Source: an optimization exercise on an open RTL-to-GDS flow (aim: small area, a short achievable clock period and few clock cycles per item). Production flows keep margins and buffers that such runs may drop. RTL that was checked went through simulation tests only; none was proved equivalent to the original.

==> exp/violet: inputs <==
==> flow/design.v <==
module mdu_chunks (
  input  wire [63:0] v,
  input  wire        e,
  output wire [2:0]  m
);
  wire f1 = (v[63:15] == {49{e}});
  wire f2 = (v[63:31] == {33{e}});
  wire f3 = (v[63:47] == {17{e}});
  wire f4 = (v[63]    == e);
  assign m = f1 ? 3'd1 : f2 ? 3'd2 : f3 ? 3'd3 : f4 ? 3'd4 : 3'd5;
endmodule
module mdu_add69 (
  input  wire [68:0] a,
  input  wire [68:0] b,
  input  wire        cin,
  output wire [68:0] s
);
  localparam N = 70;    
  wire [N-1:0] g0 = {a & b, cin};
  wire [N-1:0] p0 = {a ^ b, 1'b0};
  wire [N-1:0] g [0:7];
  wire [N-1:0] p [0:7];
  assign g[0] = g0;
  assign p[0] = p0;
  genvar l, i;
  generate
    for (l = 0; l < 7; l = l + 1) begin : lv
      for (i = 0; i < N; i = i + 1) begin : bt
        if (i >= (1 << l)) begin : op
          assign g[l+1][i] = g[l][i] | (p[l][i] & g[l][i - (1 << l)]);
          assign p[l+1][i] = p[l][i] & p[l][i - (1 << l)];
        end else begin : pass
          assign g[l+1][i] = g[l][i];
          assign p[l+1][i] = p[l][i];
        end
      end
    end
  endgenerate
  assign s = p0[N-1:1] ^ g[7][N-2:0];
endmodule
module mdu_lzc64 (
  input  wire [63:0] v,
  output wire [6:0]  lz
);
  wire [31:0] z1;
  wire [31:0] c1;
  genvar g;
  generate
    for (g = 0; g < 32; g = g + 1) begin : l1
      assign z1[g] = ~(v[2*g+1] | v[2*g]);
      assign c1[g] = ~v[2*g+1];
    end
  endgenerate
  wire [15:0] z2;
  wire [31:0] c2;
  generate
    for (g = 0; g < 16; g = g + 1) begin : l2
      assign z2[g] = z1[2*g+1] & z1[2*g];
      assign c2[2*g+1:2*g] = z1[2*g+1] ? {1'b1, c1[2*g]} : {1'b0, c1[2*g+1]};
    end
  endgenerate
  wire [7:0]  z3;
  wire [23:0] c3;
  generate
    for (g = 0; g < 8; g = g + 1) begin : l3
      assign z3[g] = z2[2*g+1] & z2[2*g];
      assign c3[3*g+2:3*g] = z2[2*g+1] ? {1'b1, c2[4*g+1:4*g]} : {1'b0, c2[4*g+3:4*g+2]};
    end
  endgenerate
  wire [3:0]  z4;
  wire [15:0] c4;
  generate
    for (g = 0; g < 4; g = g + 1) begin : l4
      assign z4[g] = z3[2*g+1] & z3[2*g];
      assign c4[4*g+3:4*g] = z3[2*g+1] ? {1'b1, c3[6*g+2:6*g]} : {1'b0, c3[6*g+5:6*g+3]};
    end
  endgenerate
  wire [1:0]  z5;
  wire [9:0]  c5;
  generate
    for (g = 0; g < 2; g = g + 1) begin : l5
      assign z5[g] = z4[2*g+1] & z4[2*g];
      assign c5[5*g+4:5*g] = z4[2*g+1] ? {1'b1, c4[8*g+3:8*g]} : {1'b0, c4[8*g+7:8*g+4]};
    end
  endgenerate
  assign lz = (z5[1] & z5[0]) ? 7'd64 :
              z5[1] ? {2'b01, c5[4:0]} : {2'b00, c5[9:5]};
endmodule
module mul_div_unit #(
  parameter XLEN = 64
)(
  input  wire                clk,
  input  wire                reset_n,
  input  wire                start,
  input  wire  [3:0]         operation,
  input  wire                is_word_op,
  input  wire  [XLEN-1:0]    operand_a,
  input  wire  [XLEN-1:0]    operand_b,
  output wire  [XLEN-1:0]    result,
  output wire                busy,
  output wire                ready
);
  localparam S_IDLE  = 0;
  localparam S_MIT   = 1;
  localparam S_MEXT  = 2;
  localparam S_SKIP  = 3;
  localparam S_DPREP = 4;
  localparam S_ABSB  = 5;
  localparam S_LZ    = 6;
  localparam S_DIT   = 7;
  localparam S_CORR  = 8;
  localparam S_FIN   = 9;
  localparam NS      = 10;
  reg [NS-1:0] st;
  reg          rdy;
  reg          bsy;
  reg [65:0] ra;
  reg [63:0] rx;
  reg [63:0] rl;
  reg [5:0]  cnt;
  reg [1:0]  mc;         
  reg        e5;         
  reg [2:0]  opr;
  reg        wr;
  reg        sn, sd;     
  reg        negq;       
  reg        osel;       
  reg        o32;        
  reg        a_sx, a_en, a_inv;     
  reg        sel1, sel2, bneg;      
  reg        tsel1, tsel2, tneg;    
  reg        a_q;                   
  reg        cx;                    
  reg        xs;                    
  wire hi     = ~opr[2] & (opr[1] | opr[0]);
  wire d_sg   = ~opr[0];                      
  wire d_rem  = opr[1];
  wire wsx = ~(operation[2] & operation[0]);
  wire [63:0] a_in = is_word_op ? {{32{wsx & operand_a[31]}}, operand_a[31:0]} : operand_a;
  wire [63:0] b_in = is_word_op ? {{32{wsx & operand_b[31]}}, operand_b[31:0]} : operand_b;
  wire [68:0] add_a = {a_sx ? {{3{ra[65]}}, ra[65:64]} : 5'b00000,
                       ((ra[63:0] & {64{a_en}}) | (rl & {64{a_q}})) ^ {64{a_inv}}};
  wire [68:0] x69   = {{5{xs}}, rx};
  wire [68:0] x269  = {{4{xs}}, rx, 1'b0};
  wire [68:0] x469  = {{3{xs}}, rx, 2'b00};
  wire [68:0] x869  = {{2{xs}}, rx, 3'b000};
  wire [68:0] pp0   = ((sel1 ? x69 : 69'd0) | (sel2 ? x269 : 69'd0)) ^ {69{bneg}};
  wire [68:0] pp1   = ((tsel1 ? x469 : 69'd0) | (tsel2 ? x869 : 69'd0)) ^ {69{tneg}};
  wire [68:0] csa_s = add_a ^ pp0 ^ pp1;
  wire [68:0] csa_c = {(add_a[67:0] & pp0[67:0]) | (add_a[67:0] & pp1[67:0]) |
                       (pp0[67:0] & pp1[67:0]), bneg};
  wire [68:0] sum;
  mdu_add69 add (.a(csa_s), .b(csa_c), .cin(tneg | cx), .s(sum));
  wire i_sa = ~(operation[1] & operation[0]);    
  wire i_sb = ~operation[1];                     
  wire xa = i_sa & a_in[63];
  wire xb = i_sb & b_in[63];
  wire [2:0] ma, mb;
  mdu_chunks cha (.v(a_in), .e(xa), .m(ma));
  mdu_chunks chb (.v(b_in), .e(xb), .m(mb));
  wire swap = (mb < ma);                      
  wire [3:0] y0 = swap ? b_in[3:0] : a_in[3:0];
  wire [2:0] mm = swap ? mb : ma;
  function [2:0] booth;    
    input [2:0] y;
    begin
      booth[2] = y[1] ^ y[0];
      booth[1] = (y == 3'b011) | (y == 3'b100);
      booth[0] = y[2] & ~(y[1] & y[0]);
    end
  endfunction
  wire [6:0] lzn, lzd;
  mdu_lzc64 lz_n (.v(ra[63:0]), .lz(lzn));
  mdu_lzc64 lz_d (.v(rx),       .lz(lzd));
  wire [7:0] sdiff = {1'b0, lzd} - {1'b0, lzn};
  wire       dz    = lzd[6];
  wire       qz    = sdiff[7];            
  wire       neg_n = d_sg & ra[63];
  wire       neg_d = d_sg & rx[63];
  wire       c_sn  = st[S_LZ] & sn;
  wire       c_neg = d_rem ? c_sn : ((c_sn ^ (st[S_LZ] & sd)) & ~dz);
  wire       norm  = st[S_LZ] | (st[S_DPREP] & ~neg_n & ~neg_d);
  reg [NS-1:0] st_n;
  reg          done;
  reg          osel_n;
  reg          negq_n;
  always @(*) begin
    st_n   = {NS{1'b0}};
    done   = 1'b0;
    osel_n = osel;
    negq_n = negq;
    case (1'b1)
      st[S_IDLE]: begin
        if (start) st_n[operation[2] ? S_DPREP : S_MIT] = 1'b1;
        else st_n[S_IDLE] = 1'b1;
      end
      st[S_MIT]: begin
        osel_n = ~hi;
        if (cnt != 6'd0) st_n[S_MIT] = 1'b1;
        else if (~mc[0]) st_n[S_SKIP] = 1'b1;
        else if (e5) st_n[S_MEXT] = 1'b1;
        else done = 1'b1;
      end
      st[S_MEXT]: done = 1'b1;
      st[S_SKIP]: done = 1'b1;
      st[S_DPREP], st[S_LZ]: begin
        if (st[S_DPREP] & neg_d) st_n[S_ABSB] = 1'b1;
        else if (st[S_DPREP] & neg_n) st_n[S_LZ] = 1'b1;
        else if (st[S_DPREP] & sum[68]) begin
          osel_n = ~d_rem;
          done = 1'b1;
        end else begin
          negq_n = c_neg;
          if (dz | qz) begin
            osel_n = ~d_rem;
            if (d_rem & c_sn) st_n[S_FIN] = 1'b1;
            else done = 1'b1;
          end else st_n[S_DIT] = 1'b1;
        end
      end
      st[S_ABSB]:  st_n[S_LZ] = 1'b1;
      st[S_DIT]: begin
        if (cnt != 6'd0) st_n[S_DIT] = 1'b1;
        else begin
          osel_n = ~d_rem;
          if (d_rem & sum[68]) st_n[S_CORR] = 1'b1;
          else if (negq) st_n[S_FIN] = 1'b1;
          else done = 1'b1;
        end
      end
      st[S_CORR]: begin
        if (negq) st_n[S_FIN] = 1'b1;
        else done = 1'b1;
      end
      st[S_FIN]: begin
        osel_n = 1'b0;
        done = 1'b1;
      end
      default: ;
    endcase
    if (done) st_n[S_IDLE] = 1'b1;
  end
  always @(posedge clk or negedge reset_n) begin
    if (!reset_n) begin
      st  <= {{(NS-1){1'b0}}, 1'b1};
      rdy <= 1'b0;
      bsy <= 1'b0;
    end else begin
      st  <= st_n;
      rdy <= done;
      if (st[S_IDLE]) bsy <= start;
      else if (done) bsy <= 1'b0;
    end
  end
  wire i_negn   = ~operation[0] & a_in[63];
  wire dp_neg   = st_n[S_DPREP] & i_negn;
  wire dp_cmp   = st_n[S_DPREP] & ~i_negn;
  wire fin_rem  = st_n[S_FIN] & d_rem;
  wire fin_quot = st_n[S_FIN] & ~d_rem;
  reg [2:0] bd0_n, bd1_n;
  always @(*) begin
    bd0_n = 3'b000;
    bd1_n = 3'b000;
    if (st[S_IDLE] & st_n[S_MIT]) begin
      bd0_n = booth({y0[1:0], 1'b0});
      bd1_n = booth(y0[3:1]);
    end else if (st_n[S_MIT]) begin
      bd0_n = booth(rl[5:3]);
      bd1_n = booth(rl[7:5]);
    end else if (st_n[S_MEXT]) begin
      bd0_n = 3'b100;                         
    end else if (st_n[S_ABSB] | (norm & st_n[S_DIT]) | dp_cmp) begin
      bd0_n = 3'b101;                         
    end else if (st[S_DIT] & (st_n[S_DIT] | st_n[S_CORR])) begin
      bd0_n = {1'b1, 1'b0, ~sum[68]};         
    end
  end
  always @(posedge clk) begin
    a_sx  <= st_n[S_MIT] | st_n[S_MEXT] | st_n[S_DIT] | st_n[S_CORR];
    a_en  <= st_n[S_MIT] | st_n[S_MEXT] | st_n[S_DIT] | st_n[S_CORR] |
             st_n[S_DPREP] | fin_rem;
    a_inv <= dp_neg | (st_n[S_FIN] & negq_n);
    cx    <= dp_neg | (st_n[S_FIN] & negq_n);
    a_q   <= fin_quot;
    {sel1, sel2, bneg}    <= bd0_n;
    {tsel1, tsel2, tneg}  <= bd1_n;
    osel  <= osel_n;
    o32   <= st[S_MIT] ? ~mc[1] : (st[S_IDLE] ? 1'b0 : o32);
    negq  <= negq_n;
  end
  always @(posedge clk) begin
    case (1'b1)
      st[S_IDLE]: begin
        opr <= operation[2:0];
        wr  <= is_word_op;
        if (operation[2]) begin
          ra <= {2'b00, a_in};
          rx <= b_in;
          xs <= 1'b0;
        end else begin
          ra <= 66'd0;
          rl <= swap ? b_in : a_in;
          rx <= swap ? a_in : b_in;
          xs <= swap ? xa : xb;
        end
        e5  <= (mm == 3'd5);
        mc  <= (mm == 3'd5) ? 2'd3 : mm[1:0] - 2'd1;
        cnt <= (mm == 3'd5) ? 6'd15 : {2'b00, mm[1:0] - 2'd1, 2'b11};
      end
      st[S_MIT]: begin
        ra  <= {sum[68], sum[68:4]};
        rl  <= {sum[3:0], rl[63:4]};
        cnt <= cnt - 6'd1;
      end
      st[S_MEXT]: begin
        ra <= sum[65:0];
      end
      st[S_SKIP]: begin
        ra  <= {{16{ra[65]}}, ra[65:16]};
        rl  <= {ra[15:0], rl[63:16]};
      end
      st[S_DPREP]: begin
        sn <= neg_n;
        sd <= neg_d;
        rl <= 64'd0;
        if (neg_n)
          ra <= {2'b00, sum[63:0]};
      end
      st[S_ABSB]: begin
        rx <= sum[63:0];
      end
      st[S_DIT]: begin
        ra  <= sum[65:0];
        rl  <= {rl[62:0], ~sum[68]};
        if (cnt != 6'd0)
          rx <= {1'b0, rx[63:1]};
        cnt <= cnt - 6'd1;
      end
      st[S_CORR]: begin
        ra <= sum[65:0];
      end
      st[S_FIN]: begin
        ra <= {2'b00, sum[63:0]};
      end
      default: ;
    endcase
    if (norm) begin
      rl <= {64{dz}};
      if (~(dz | qz)) begin
        rx  <= rx << sdiff[5:0];
        cnt <= sdiff[5:0];
      end
    end
  end
  wire [63:0] rv = o32 ? (osel ? {ra[31:0], rl[63:32]} : {{30{ra[65]}}, ra[65:32]})
                      : (osel ? rl : ra[63:0]);
  assign result = wr ? {{32{rv[31]}}, rv[31:0]} : rv;
  assign busy   = bsy;
  assign ready  = rdy;
endmodule
==> flow/run.sh <==
#!/bin/bash
# synth_recipe.tcl (not shown) runs the flow's synth.tcl, then flattens the netlist and writes it again
# the make line also repeats each setting of config.mk as NAME=value (left out here)
make -C /OpenROAD-flow-scripts/flow DESIGN_CONFIG=/design/flow/config.mk WORK_HOME=/design/flow/orfs CLKGATE_MAP_FILE= SYNTH_SCRIPT=/design/flow/synth_recipe.tcl finish
==> flow/config.mk <==
export PLATFORM = sky130hd
export DESIGN_NAME = mul_div_unit
export DESIGN_NICKNAME = mul_div_unit
export VERILOG_FILES = /design/flow/design.v
export SDC_FILE = /design/flow/constraint.sdc
export NUM_CORES = 4
export LEC_CHECK = 0
export CAP_MARGIN = 20
export CORE_MARGIN = 2
export CORE_UTILIZATION = 40
export SETUP_SLACK_MARGIN = 1.5
export SLEW_MARGIN = 20
==> flow/constraint.sdc <==
create_clock -name core_clock -period 6.0 [get_ports {clk}]
set_input_delay 1.2000 -clock core_clock [delete_from_list [all_inputs] [get_ports {clk}]]
set_output_delay 1.2000 -clock core_clock [all_outputs]
set_load 0.01 [all_outputs]
==> exp/pepper: changes against exp/violet <==
--- a/flow/design.v
+++ b/flow/design.v
@@ -109,6 +109,7 @@
   localparam S_LZ    = 6;
-  localparam S_DIT   = 7;
-  localparam S_CORR  = 8;
-  localparam S_FIN   = 9;
-  localparam NS      = 10;
+  localparam S_SHIFT = 7;
+  localparam S_DIT   = 8;
+  localparam S_CORR  = 9;
+  localparam S_FIN   = 10;
+  localparam NS      = 11;
   reg [NS-1:0] st;
@@ -126,4 +127,5 @@
   reg        negq;       
+  reg [6:0]  lzn_r, lzd_r;
   reg        osel;       
-  reg        o32;        
+  reg        ohi;        
   reg        a_sx, a_en, a_inv;     
@@ -174,4 +176,4 @@
   mdu_lzc64 lz_d (.v(rx),       .lz(lzd));
-  wire [7:0] sdiff = {1'b0, lzd} - {1'b0, lzn};
-  wire       dz    = lzd[6];
+  wire [7:0] sdiff = {1'b0, lzd_r} - {1'b0, lzn_r};
+  wire       dz    = lzd_r[6];
   wire       qz    = sdiff[7];            
@@ -179,5 +181,3 @@
   wire       neg_d = d_sg & rx[63];
-  wire       c_sn  = st[S_LZ] & sn;
-  wire       c_neg = d_rem ? c_sn : ((c_sn ^ (st[S_LZ] & sd)) & ~dz);
-  wire       norm  = st[S_LZ] | (st[S_DPREP] & ~neg_n & ~neg_d);
+  wire       c_neg = d_rem ? sn : ((sn ^ sd) & ~dz);
   reg [NS-1:0] st_n;
@@ -199,3 +199,3 @@
         if (cnt != 6'd0) st_n[S_MIT] = 1'b1;
-        else if (~mc[0]) st_n[S_SKIP] = 1'b1;
+        else if (mc != (wr ? 2'd1 : 2'd3)) st_n[S_SKIP] = 1'b1;
         else if (e5) st_n[S_MEXT] = 1'b1;
@@ -204,19 +204,21 @@
       st[S_MEXT]: done = 1'b1;
-      st[S_SKIP]: done = 1'b1;
-      st[S_DPREP], st[S_LZ]: begin
-        if (st[S_DPREP] & neg_d) st_n[S_ABSB] = 1'b1;
-        else if (st[S_DPREP] & neg_n) st_n[S_LZ] = 1'b1;
-        else if (st[S_DPREP] & sum[68]) begin
-          osel_n = ~d_rem;
-          done = 1'b1;
-        end else begin
-          negq_n = c_neg;
-          if (dz | qz) begin
-            osel_n = ~d_rem;
-            if (d_rem & c_sn) st_n[S_FIN] = 1'b1;
-            else done = 1'b1;
-          end else st_n[S_DIT] = 1'b1;
-        end
+      st[S_SKIP]: begin
+        if (cnt != 6'd0) st_n[S_SKIP] = 1'b1;
+        else done = 1'b1;
+      end
+      st[S_DPREP]: begin
+        if (neg_d) st_n[S_ABSB] = 1'b1;
+        else if (neg_n) st_n[S_LZ] = 1'b1;
+        else st_n[S_SHIFT] = 1'b1;
       end
       st[S_ABSB]:  st_n[S_LZ] = 1'b1;
+      st[S_LZ]:    st_n[S_SHIFT] = 1'b1;
+      st[S_SHIFT]: begin
+        negq_n = c_neg;
+        if (dz | qz) begin
+          osel_n = ~d_rem;
+          if (d_rem & sn) st_n[S_FIN] = 1'b1;
+          else done = 1'b1;
+        end else st_n[S_DIT] = 1'b1;
+      end
       st[S_DIT]: begin
@@ -254,5 +256,2 @@
   end
-  wire i_negn   = ~operation[0] & a_in[63];
-  wire dp_neg   = st_n[S_DPREP] & i_negn;
-  wire dp_cmp   = st_n[S_DPREP] & ~i_negn;
   wire fin_rem  = st_n[S_FIN] & d_rem;
@@ -271,3 +270,3 @@
       bd0_n = 3'b100;                         
-    end else if (st_n[S_ABSB] | (norm & st_n[S_DIT]) | dp_cmp) begin
+    end else if (st_n[S_ABSB] | (st[S_SHIFT] & st_n[S_DIT])) begin
       bd0_n = 3'b101;                         
@@ -281,4 +280,4 @@
              st_n[S_DPREP] | fin_rem;
-    a_inv <= dp_neg | (st_n[S_FIN] & negq_n);
-    cx    <= dp_neg | (st_n[S_FIN] & negq_n);
+    a_inv <= st_n[S_DPREP] | (st_n[S_FIN] & negq_n);
+    cx    <= st_n[S_DPREP] | (st_n[S_FIN] & negq_n);
     a_q   <= fin_quot;
@@ -287,4 +286,6 @@
     osel  <= osel_n;
-    o32   <= st[S_MIT] ? ~mc[1] : (st[S_IDLE] ? 1'b0 : o32);
+    ohi   <= st[S_IDLE] ? (is_word_op & ~operation[2]) : ohi;
     negq  <= negq_n;
+    lzn_r <= lzn;
+    lzd_r <= lzd;
   end
@@ -312,3 +313,3 @@
         rl  <= {sum[3:0], rl[63:4]};
-        cnt <= cnt - 6'd1;
+        cnt <= (cnt == 6'd0) ? {4'd0, (wr ? 2'd0 : 2'd2) - mc} : cnt - 6'd1;
       end
@@ -320,2 +321,3 @@
         rl  <= {ra[15:0], rl[63:16]};
+        cnt <= cnt - 6'd1;
       end
@@ -324,3 +326,2 @@
         sd <= neg_d;
-        rl <= 64'd0;
         if (neg_n)
@@ -331,2 +332,9 @@
       end
+      st[S_SHIFT]: begin
+        rl <= {64{dz}};
+        if (~(dz | qz)) begin
+          rx  <= rx << sdiff[5:0];
+          cnt <= sdiff[5:0];
+        end
+      end
       st[S_DIT]: begin
@@ -346,13 +354,6 @@
     endcase
-    if (norm) begin
-      rl <= {64{dz}};
-      if (~(dz | qz)) begin
-        rx  <= rx << sdiff[5:0];
-        cnt <= sdiff[5:0];
-      end
-    end
   end
-  wire [63:0] rv = o32 ? (osel ? {ra[31:0], rl[63:32]} : {{30{ra[65]}}, ra[65:32]})
-                      : (osel ? rl : ra[63:0]);
-  assign result = wr ? {{32{rv[31]}}, rv[31:0]} : rv;
+  wire [63:0] rv = osel ? rl : ra[63:0];
+  wire [31:0] rw = ohi ? rl[63:32] : rv[31:0];
+  assign result = wr ? {{32{rw[31]}}, rw} : rv;
   assign busy   = bsy;
Settings changed: CORE_UTILIZATION 40 to 45, TNS_END_PERCENT set to 10.
==> exp/ember: changes against exp/violet <==
--- a/flow/design.v
+++ b/flow/design.v
@@ -28,5 +28,5 @@
       for (i = 0; i < N; i = i + 1) begin : bt
-        if (i >= (1 << l)) begin : op
-          assign g[l+1][i] = g[l][i] | (p[l][i] & g[l][i - (1 << l)]);
-          assign p[l+1][i] = p[l][i] & p[l][i - (1 << l)];
+        if (((i >> l) & 1) == 1) begin : op
+          assign g[l+1][i] = g[l][i] | (p[l][i] & g[l][((i >> l) << l) - 1]);
+          assign p[l+1][i] = p[l][i] & p[l][((i >> l) << l) - 1];
         end else begin : pass
@@ -254,32 +254,62 @@
   end
-  wire i_negn   = ~operation[0] & a_in[63];
-  wire dp_neg   = st_n[S_DPREP] & i_negn;
-  wire dp_cmp   = st_n[S_DPREP] & ~i_negn;
-  wire fin_rem  = st_n[S_FIN] & d_rem;
-  wire fin_quot = st_n[S_FIN] & ~d_rem;
+  wire i_negn = ~operation[0] & a_in[63];
+  wire cnt0   = (cnt == 6'd0);
+  wire fixr   = d_rem & sum[68];            
+  reg       a_sx_n, a_en_n, a_inv_n, a_q_n;
   reg [2:0] bd0_n, bd1_n;
   always @(*) begin
-    bd0_n = 3'b000;
-    bd1_n = 3'b000;
-    if (st[S_IDLE] & st_n[S_MIT]) begin
-      bd0_n = booth({y0[1:0], 1'b0});
-      bd1_n = booth(y0[3:1]);
-    end else if (st_n[S_MIT]) begin
-      bd0_n = booth(rl[5:3]);
-      bd1_n = booth(rl[7:5]);
-    end else if (st_n[S_MEXT]) begin
-      bd0_n = 3'b100;                         
-    end else if (st_n[S_ABSB] | (norm & st_n[S_DIT]) | dp_cmp) begin
-      bd0_n = 3'b101;                         
-    end else if (st[S_DIT] & (st_n[S_DIT] | st_n[S_CORR])) begin
-      bd0_n = {1'b1, 1'b0, ~sum[68]};         
-    end
+    a_sx_n  = 1'b1;
+    a_en_n  = 1'b1;
+    a_inv_n = 1'b0;
+    a_q_n   = 1'b0;
+    bd0_n   = 3'b000;
+    bd1_n   = 3'b000;
+    case (1'b1)
+      st[S_IDLE]: begin
+        if (operation[2]) begin
+          a_sx_n  = 1'b0;
+          a_inv_n = i_negn;
+          bd0_n   = i_negn ? 3'b000 : 3'b101;
+        end else begin
+          bd0_n = booth({y0[1:0], 1'b0});
+          bd1_n = booth(y0[3:1]);
+        end
+      end
+      st[S_MIT]: begin
+        if (cnt0) bd0_n = 3'b100;             
+        else begin
+          bd0_n = booth(rl[5:3]);
+          bd1_n = booth(rl[7:5]);
+        end
+      end
+      st[S_DPREP]: begin
+        a_en_n = ~neg_d;
+        bd0_n  = 3'b101;
+      end
+      st[S_LZ]: begin
+        a_inv_n = (dz | qz) & c_neg;
+        bd0_n   = (dz | qz) ? 3'b000 : 3'b101;
+      end
+      st[S_DIT]: begin
+        if (cnt0) begin
+          a_sx_n  = d_rem | ~negq;
+          a_en_n  = d_rem | ~negq;
+          a_q_n   = ~d_rem & negq;
+          a_inv_n = negq & ~fixr;
+          bd0_n   = {fixr, 2'b00};
+        end else
+          bd0_n = {1'b1, 1'b0, ~sum[68]};     
+      end
+      st[S_CORR]: begin
+        a_inv_n = negq;
+      end
+      default: ;
+    endcase
   end
   always @(posedge clk) begin
-    a_sx  <= st_n[S_MIT] | st_n[S_MEXT] | st_n[S_DIT] | st_n[S_CORR];
-    a_en  <= st_n[S_MIT] | st_n[S_MEXT] | st_n[S_DIT] | st_n[S_CORR] |
-             st_n[S_DPREP] | fin_rem;
-    a_inv <= dp_neg | (st_n[S_FIN] & negq_n);
-    cx    <= dp_neg | (st_n[S_FIN] & negq_n);
-    a_q   <= fin_quot;
+    a_sx  <= a_sx_n;
+    a_en  <= a_en_n;
+    a_inv <= a_inv_n;
+    cx    <= a_inv_n;
+    a_q   <= a_q_n;
     {sel1, sel2, bneg}    <= bd0_n;
Settings changed: SETUP_SLACK_MARGIN 1.5 to 1.7.
==> notes.md <==
- exp/pepper completed without violations. exp/ember finished clean. exp/violet completed with no timing, DRC or antenna violations.
- In exp/violet the first-iteration DRC count is higher than in exp/ember, by about 14%.
- Worst setup slack, highest first: exp/pepper, exp/violet, exp/ember.
- In sequential cell count, exp/violet and exp/ember do not differ.
- The lowest via count belongs to exp/pepper, the highest to exp/violet.
- The highest area after synthesis belongs to exp/violet, the lowest to exp/ember.
- Final area: exp/pepper < exp/ember < exp/violet.
==> figures <==
| quantity | exp/pepper | exp/violet | exp/ember |
|---|---|---|---|
| Synth Net Count | 4563 | 4762 | 4430 |
| Share of layout cells above drive strength 1 | 17.5% | 37.0% | 31.2% |
| Number of stages on the worst setup path | 22 | 23 | 21 |
| Initial DRT Pass Iterations | 7 | 9 | 6 |
| Compound-gate portion of the synthesized area | 29.4% | 31.8% | 28.1% |
| Average detailed-routed wire length per instance | 33.0 um | 36.6 um | 33.3 um |
| Die outline area | 0.0734 mm2 | 0.0837 mm2 | 0.0814 mm2 |
| Sequential cell count | 250 | 235 | 235 |
| Clock period minus worst slack | 5.00 ns | 5.25 ns | 5.28 ns |
| Result of the run | timing/DRC/antenna clean | timing/DRC/antenna clean | timing/DRC/antenna clean |
| Max-slew headroom at the worst pin | 11.2% | 20.8% | 20.8% |
| Floorplan die height | 271 um | 289 um | 285 um |
| Total placed instance area | 0.0363 mm2 | 0.0403 mm2 | 0.0365 mm2 |
| Mux share of post-synthesis cell area | 9.39% | 8.02% | 11.3% |
| Fill cells | 6666 | 7042 | 7182 |
Testbench counts of exp/ember, summed over its fixed seeds: cycles 33,120, ops 3,200.
Function not checked in exp/violet and exp/pepper: the RTL went through the layout flow alone.

-- separate check: timing with driven ports --
No port has a modelled driver above. Below, the same layouts with a new extraction and two added sets of constraints.
Step 1 sets driving cells, clkbuf_16 on the clock port and buf_2 on the other inputs (assumed; they add their load-dependent delay and slew).
Step 2 adds t to the input delays and takes it off the output delays; t is the mean of the earliest and latest rising clock arrival at the registers after step 1. Input paths then give back, and output paths get back, about the clock's delay inside the block.
a / b / c = ideal / step 1 / step 2; a / b = the first two.
run | shift t [ns] | slack for setup (ns) | hold slack, ns | slew at the worst register clock pin (ns)
exp/violet | 0.682 | 0.753 / 0.753 / 0.631 | 0.474 / 0.474 / 0.474 | 0.08 / 0.08
exp/pepper | 0.670 | 1.001 / 1.001 / 0.812 | 0.530 / 0.530 / 0.530 | 0.07 / 0.07
exp/ember | 0.682 | 0.720 / 0.720 / 0.720 | 0.470 / 0.470 / 0.470 | 0.07 / 0.07
After both steps every run listed still meets setup and hold. The setup slack of exp/pepper, which loses most, moves by 0.000 ns with the drivers and by -0.189 ns with both steps.
